Context: an optimization exercise on an open-source flow, tuned for small area and a short achievable clock period. The choices shown serve that exercise and are no tape-out recipe. At most, simulation tests tie the RTL to the original design; equivalence was not proved.

Setup of run 1:
==> flow/design.v <==
`timescale 1ns / 1ps
module NextMux(S, A, B, Y);
	input S;
	input [34:0] A, B;
	output [34:0] Y;
	assign Y = S ? A : B;
endmodule
module Check(n1, n3, n4, a02, b02, a34, b34, e0, e1, e2, e3, e4, q02, q34, q1);
	input [6:0] n1, n3, n4, a02, b02, a34, b34, e0, e1, e2, e3, e4;
	output q02, q34, q1;
	function eqk9;
		input [8:0] x, y, kc;
		reg [8:0] c;
		begin
			c = (x & y) | ((x | y) & ~kc);
			eqk9 = (x ^ y ^ kc) == {c[7:0], 1'b0};
		end
	endfunction
	wire [6:0] ne2x = ~e2;
	wire [6:0] ne4x = ~e4;
	wire s0 = e0[0] ^ ne2x[0];
	wire s3 = e3[0] ^ ne4x[0];
	wire v = eqk9({2'b0, e0}, {2'b0, ne2x}, {1'b0, s0, 1'b0, ~s0, 3'b000, ~s0, s0}) &
	         eqk9({2'b0, e3}, {2'b0, ne4x}, {1'b0, ~s3, 1'b0, s3, 4'b0000, s3});
	assign q02 = eqk9({2'b0, a02}, {1'b0, b02, 1'b0}, {1'b0, ~a02[0], 1'b1, a02[0], 4'b1111, a02[0]});
	wire s34 = a34[0];
	wire hi3 = (n3[6:2] == 5'b10111) & (n3[1] ^ n3[0]);
	wire hi4 = (n4[6:2] == 5'b10111) & (n4[1] ^ n4[0]);
	wire x34 = hi3 & hi4 & (e4[6:1] == 6'd0) & (e4[0] ? (n3[1] & n4[1]) : (n3[1] ^ n4[1]));
	assign q34 = eqk9({2'b0, a34}, {1'b0, b34, 1'b0}, {1'b0, s34, 1'b1, ~s34, 2'b11, ~s34, s34, s34}) | x34;
	assign q1 = v & eqk9({1'b0, n1, 1'b1}, {2'b0, ~e1}, {1'b0, ~e1[0], 1'b1, e1[0], 4'b1111, e1[0]});
endmodule
module System(RESET, CLK, ENCRYPTED, PASSWD_INIT, FLAG, FOUND, TXD);
	input RESET;
	input CLK;
	input [0:39] ENCRYPTED;
	input [0:39] PASSWD_INIT;
	output FLAG;
	output FOUND;
	output TXD;
	function [6:0] inc7;
		input [6:0] x;
		input c;
		integer k;
		reg t;
		begin
			t = c;
			for (k = 0; k < 7; k = k + 1) begin
				inc7[k] = x[k] ^ t;
				t = t & x[k];
			end
		end
	endfunction
	wire [6:0] e0 = ENCRYPTED[1:7];
	wire [6:0] e1 = ENCRYPTED[9:15];
	wire [6:0] e2 = ENCRYPTED[17:23];
	wire [6:0] e3 = ENCRYPTED[25:31];
	wire [6:0] e4 = ENCRYPTED[33:39];
	wire [34:0] init = {PASSWD_INIT[1:7], PASSWD_INIT[9:15], PASSWD_INIT[17:23], PASSWD_INIT[25:31], PASSWD_INIT[33:39]};
	reg rst_q;
	always @(posedge CLK) rst_q <= RESET;
	reg [6:0] p0, p1, p2, p3, p4;
	reg f02, f34, f1;
	wire found = f02 & f34 & f1;
	wire w4 = p4 == 7'd94;
	wire w3 = p3 == 7'd94;
	wire w2 = p2 == 7'd94;
	wire w1 = p1 == 7'd94;
	wire top = w4 & w3 & w2 & w1 & (p0 == 7'd94);
	wire stop = found | top;
	wire c4 = !stop;
	wire c3 = c4 & w4;
	wire c2 = c3 & w3;
	wire c1 = c2 & w2;
	wire c0 = c1 & w1;
	wire [6:0] i4 = (c3) ? 7'd0 : inc7(p4, c4);
	wire [6:0] i3 = (c2) ? 7'd0 : inc7(p3, c3);
	wire [6:0] i2 = (c1) ? 7'd0 : inc7(p2, c2);
	wire [6:0] i1 = (c0) ? 7'd0 : inc7(p1, c1);
	wire [6:0] i0 = inc7(p0, c0);
	function [13:0] csa7;
		input [6:0] x, y, z;
		csa7 = {x ^ y ^ z, (x & y) | (x & z) | (y & z)};
	endfunction
	wire [13:0] cI02 = csa7(init[34:28], init[20:14], ~e2);
	wire [13:0] ci02 = csa7(i0, i2, ~e2);
	wire [13:0] cI34 = csa7(init[13:7], init[6:0], ~e4);
	wire [13:0] ci34 = csa7(i3, i4, ~e4);
	wire [13:0] c02 = RESET ? cI02 : ci02;
	wire [13:0] c34 = RESET ? cI34 : ci34;
	wire [34:0] n;
	NextMux nm(.S(RESET), .A(init), .B({i0, i1, i2, i3, i4}), .Y(n));
	wire [6:0] n0 = n[34:28];
	wire [6:0] n1 = n[27:21];
	wire [6:0] n2 = n[20:14];
	wire [6:0] n3 = n[13:7];
	wire [6:0] n4 = n[6:0];
	wire q02, q34, q1;
	Check ck(.n1(n1), .n3(n3), .n4(n4), .a02(c02[13:7]), .b02(c02[6:0]), .a34(c34[13:7]), .b34(c34[6:0]),
		.e0(e0), .e1(e1), .e2(e2), .e3(e3), .e4(e4), .q02(q02), .q34(q34), .q1(q1));
	reg [14:0] hx;
	reg hb15;
	wire hz = hx[13:0] == 14'd0;
	always @(posedge CLK) begin
		p0 <= n0; p1 <= n1; p2 <= n2; p3 <= n3; p4 <= n4;
		f02 <= q02; f34 <= q34;
		f1 <= q1;
		hx <= rst_q ? 15'd2 : {hx[13:0], hx[14] ^ hx[13] ^ hz};
		hb15 <= rst_q ? 1'b0 : hb15 ^ (hz & !hx[14]);
	end
	assign FOUND = found;
	assign FLAG = (top & !found) | (hb15 & !rst_q);
	reg [8:0] ph;     
	reg [3:0] j;
	reg [2:0] b;
	reg txd;
	wire slot_end = ph == 9'd118;
	wire done = b == 3'd6;
	wire [8:0] phn = {ph[7:0], ph[8] ^ ph[4]};
	always @(posedge CLK) begin
		ph <= !stop ? 9'd1 : rst_q ? 9'd2 : slot_end ? 9'd1 : phn;
		if (rst_q) begin
			j <= 4'd6;
			b <= 3'd0;
		end else if (slot_end) begin    
			j <= (j == 4'd0) ? 4'd6 : {j[3] ^ (&j[2:0]), j[2] ^ (&j[1:0]), j[1] ^ j[0], ~j[0]};
			if (j == 4'd0 && !done) b <= {b[2] ^ (&b[1:0]), b[1] ^ b[0], ~b[0]};
		end
	end
	wire [7:0] bs = {1'b1, p0[j[2:0]], p1[j[2:0]], p2[j[2:0]], p3[j[2:0]], p4[j[2:0]], 2'b11};
	wire dbit = (j[2:0] == 3'd7) ? (b == 3'd0 || b >= 3'd6) : bs[3'd7 - b];
	wire low = !done & ((j == 4'd7) | (j[3] & !dbit));
	always @(posedge CLK) txd <= RESET | rst_q | !low;
	assign TXD = txd;
endmodule
clock: 17.0 ns
lec_check: 0
cap_margin: 20
core_margin: 2
core_utilization: 70
slew_margin: 20
standard.sh (not shown) runs the stock make flow with config.mk's settings and CLKGATE_MAP_FILE= SYNTH_SCRIPT=/design/flow/synth_recipe.tcl, a recipe that flattens the netlist after the stock synthesis.
==> flow/flow/run.sh <==
#!/bin/bash
export BUFFER_PORTS_ARGS="-buffer_cell sky130_fd_sc_hd__buf_1"
bash standard.sh SETUP_SLACK_MARGIN=11.6 finish > standard.log 2>&1
### run 1 -> run 2
--- a/flow/design.v
+++ b/flow/design.v
@@ -5,8 +5,8 @@
 	output [34:0] Y;
 	assign Y = S ? A : B;
 endmodule
-module Check(n1, n3, n4, a02, b02, a34, b34, e0, e1, e2, e3, e4, q02, q34, q1);
-	input [6:0] n1, n3, n4, a02, b02, a34, b34, e0, e1, e2, e3, e4;
+module Check(n0, n1, n2, n3, n4, e0, e1, e2, e3, e4, q02, q34, q1);
+	input [6:0] n0, n1, n2, n3, n4, e0, e1, e2, e3, e4;
 	output q02, q34, q1;
 	function eqk9;
 		input [8:0] x, y, kc;
@@ -22,7 +22,13 @@
 	wire s3 = e3[0] ^ ne4x[0];
 	wire v = eqk9({2'b0, e0}, {2'b0, ne2x}, {1'b0, s0, 1'b0, ~s0, 3'b000, ~s0, s0}) &
 	         eqk9({2'b0, e3}, {2'b0, ne4x}, {1'b0, ~s3, 1'b0, s3, 4'b0000, s3});
+	wire [6:0] ne2 = ~e2;
+	wire [6:0] a02 = n0 ^ n2 ^ ne2;
+	wire [6:0] b02 = (n0 & n2) | (n0 & ne2) | (n2 & ne2);
 	assign q02 = eqk9({2'b0, a02}, {1'b0, b02, 1'b0}, {1'b0, ~a02[0], 1'b1, a02[0], 4'b1111, a02[0]});
+	wire [6:0] ne4 = ~e4;
+	wire [6:0] a34 = n3 ^ n4 ^ ne4;
+	wire [6:0] b34 = (n3 & n4) | (n3 & ne4) | (n4 & ne4);
 	wire s34 = a34[0];
 	wire hi3 = (n3[6:2] == 5'b10111) & (n3[1] ^ n3[0]);
 	wire hi4 = (n4[6:2] == 5'b10111) & (n4[1] ^ n4[0]);
@@ -57,8 +63,6 @@
 	wire [6:0] e3 = ENCRYPTED[25:31];
 	wire [6:0] e4 = ENCRYPTED[33:39];
 	wire [34:0] init = {PASSWD_INIT[1:7], PASSWD_INIT[9:15], PASSWD_INIT[17:23], PASSWD_INIT[25:31], PASSWD_INIT[33:39]};
-	reg rst_q;
-	always @(posedge CLK) rst_q <= RESET;
 	reg [6:0] p0, p1, p2, p3, p4;
 	reg f02, f34, f1;
 	wire found = f02 & f34 & f1;
@@ -78,16 +82,6 @@
 	wire [6:0] i2 = (c1) ? 7'd0 : inc7(p2, c2);
 	wire [6:0] i1 = (c0) ? 7'd0 : inc7(p1, c1);
 	wire [6:0] i0 = inc7(p0, c0);
-	function [13:0] csa7;
-		input [6:0] x, y, z;
-		csa7 = {x ^ y ^ z, (x & y) | (x & z) | (y & z)};
-	endfunction
-	wire [13:0] cI02 = csa7(init[34:28], init[20:14], ~e2);
-	wire [13:0] ci02 = csa7(i0, i2, ~e2);
-	wire [13:0] cI34 = csa7(init[13:7], init[6:0], ~e4);
-	wire [13:0] ci34 = csa7(i3, i4, ~e4);
-	wire [13:0] c02 = RESET ? cI02 : ci02;
-	wire [13:0] c34 = RESET ? cI34 : ci34;
 	wire [34:0] n;
 	NextMux nm(.S(RESET), .A(init), .B({i0, i1, i2, i3, i4}), .Y(n));
 	wire [6:0] n0 = n[34:28];
@@ -96,8 +90,8 @@
 	wire [6:0] n3 = n[13:7];
 	wire [6:0] n4 = n[6:0];
 	wire q02, q34, q1;
-	Check ck(.n1(n1), .n3(n3), .n4(n4), .a02(c02[13:7]), .b02(c02[6:0]), .a34(c34[13:7]), .b34(c34[6:0]),
-		.e0(e0), .e1(e1), .e2(e2), .e3(e3), .e4(e4), .q02(q02), .q34(q34), .q1(q1));
+	Check ck(.n0(n0), .n1(n1), .n2(n2), .n3(n3), .n4(n4), .e0(e0), .e1(e1), .e2(e2), .e3(e3), .e4(e4),
+		.q02(q02), .q34(q34), .q1(q1));
 	reg [14:0] hx;
 	reg hb15;
 	wire hz = hx[13:0] == 14'd0;
@@ -105,11 +99,11 @@
 		p0 <= n0; p1 <= n1; p2 <= n2; p3 <= n3; p4 <= n4;
 		f02 <= q02; f34 <= q34;
 		f1 <= q1;
-		hx <= rst_q ? 15'd2 : {hx[13:0], hx[14] ^ hx[13] ^ hz};
-		hb15 <= rst_q ? 1'b0 : hb15 ^ (hz & !hx[14]);
+		hx <= RESET ? 15'd1 : {hx[13:0], hx[14] ^ hx[13] ^ hz};
+		hb15 <= RESET ? 1'b0 : hb15 ^ (hz & !hx[14]);
 	end
 	assign FOUND = found;
-	assign FLAG = (top & !found) | (hb15 & !rst_q);
+	assign FLAG = (top & !found) | hb15;
 	reg [8:0] ph;     
 	reg [3:0] j;
 	reg [2:0] b;
@@ -118,8 +112,8 @@
 	wire done = b == 3'd6;
 	wire [8:0] phn = {ph[7:0], ph[8] ^ ph[4]};
 	always @(posedge CLK) begin
-		ph <= !stop ? 9'd1 : rst_q ? 9'd2 : slot_end ? 9'd1 : phn;
-		if (rst_q) begin
+		ph <= (RESET || !stop || slot_end) ? 9'd1 : phn;
+		if (RESET) begin
 			j <= 4'd6;
 			b <= 3'd0;
 		end else if (slot_end) begin    
@@ -130,6 +124,6 @@
 	wire [7:0] bs = {1'b1, p0[j[2:0]], p1[j[2:0]], p2[j[2:0]], p3[j[2:0]], p4[j[2:0]], 2'b11};
 	wire dbit = (j[2:0] == 3'd7) ? (b == 3'd0 || b >= 3'd6) : bs[3'd7 - b];
 	wire low = !done & ((j == 4'd7) | (j[3] & !dbit));
-	always @(posedge CLK) txd <= RESET | rst_q | !low;
+	always @(posedge CLK) txd <= RESET | !low;
 	assign TXD = txd;
 endmodule
### Flow results
Run 2 vs. run 1: detailed-route via count has decreased, share of the core filled with cells in the final layout increased 1.4 points, number of global-route vias before repair has decreased, synthesized cell count went down 19%, synthesized area lost 14%.
Cmp run 2 and run 1 / number of gates resized after CTS / lower: run 1
Count of standard-cell rows came out lower on run 2 than on run 1.
Both conditions hold for run 2: the flow ran to the end and the final layout passed the timing, design-rule and antenna checks.
Run 1 was carried through to the last stage, and its layout satisfied the timing, design-rule and antenna checks.
Relative to run 1, synthesized-area fraction occupied by adder cells has increased by 2.1 points in run 2.
Synthesis-to-finish area growth is lower on run 1
Looking at run 2 and run 1, the hold-fix buffer count after cts is a wash.
Max area of the core region across run 2 and run 1: run 1
Min clock period minus worst slack across run 2 and run 1: run 1
No functional check of the RTL was part of run 1.

-- re-timing with driven ports --
The results above use ideal ports. As a check the final layouts listed here were re-extracted and re-timed, cells and wires unchanged.
Step 1, drivers: a clkbuf_16 drives CLK and a buf_2 each remaining input, both assumed.
Step 2 adds t to the input delays and takes it off the output delays; t is the mean of the earliest and latest rising clock arrival at the registers after step 1. Input paths then give back, and output paths get back, about the clock's delay inside the block.
a / b / c = ideal / step 1 / step 2; a / b = the first two.
run | shift t [ns] | setup WS [ns] | worst setup path at the end | worst register clock-pin slew, ns | pins driven straight from the clock port
run 1 | 0.383 | 11.703 / 11.712 / 11.330 | input to register | 0.09 / 0.09 | 1
run 2 | 0.376 | 11.688 / 11.669 / 11.293 | input to register | 0.08 / 0.08 | 1
After both steps setup and hold are still met in every run listed. The setup slack of run 2, which loses most, moves by -0.019 ns with the drivers and by -0.395 ns with both steps.
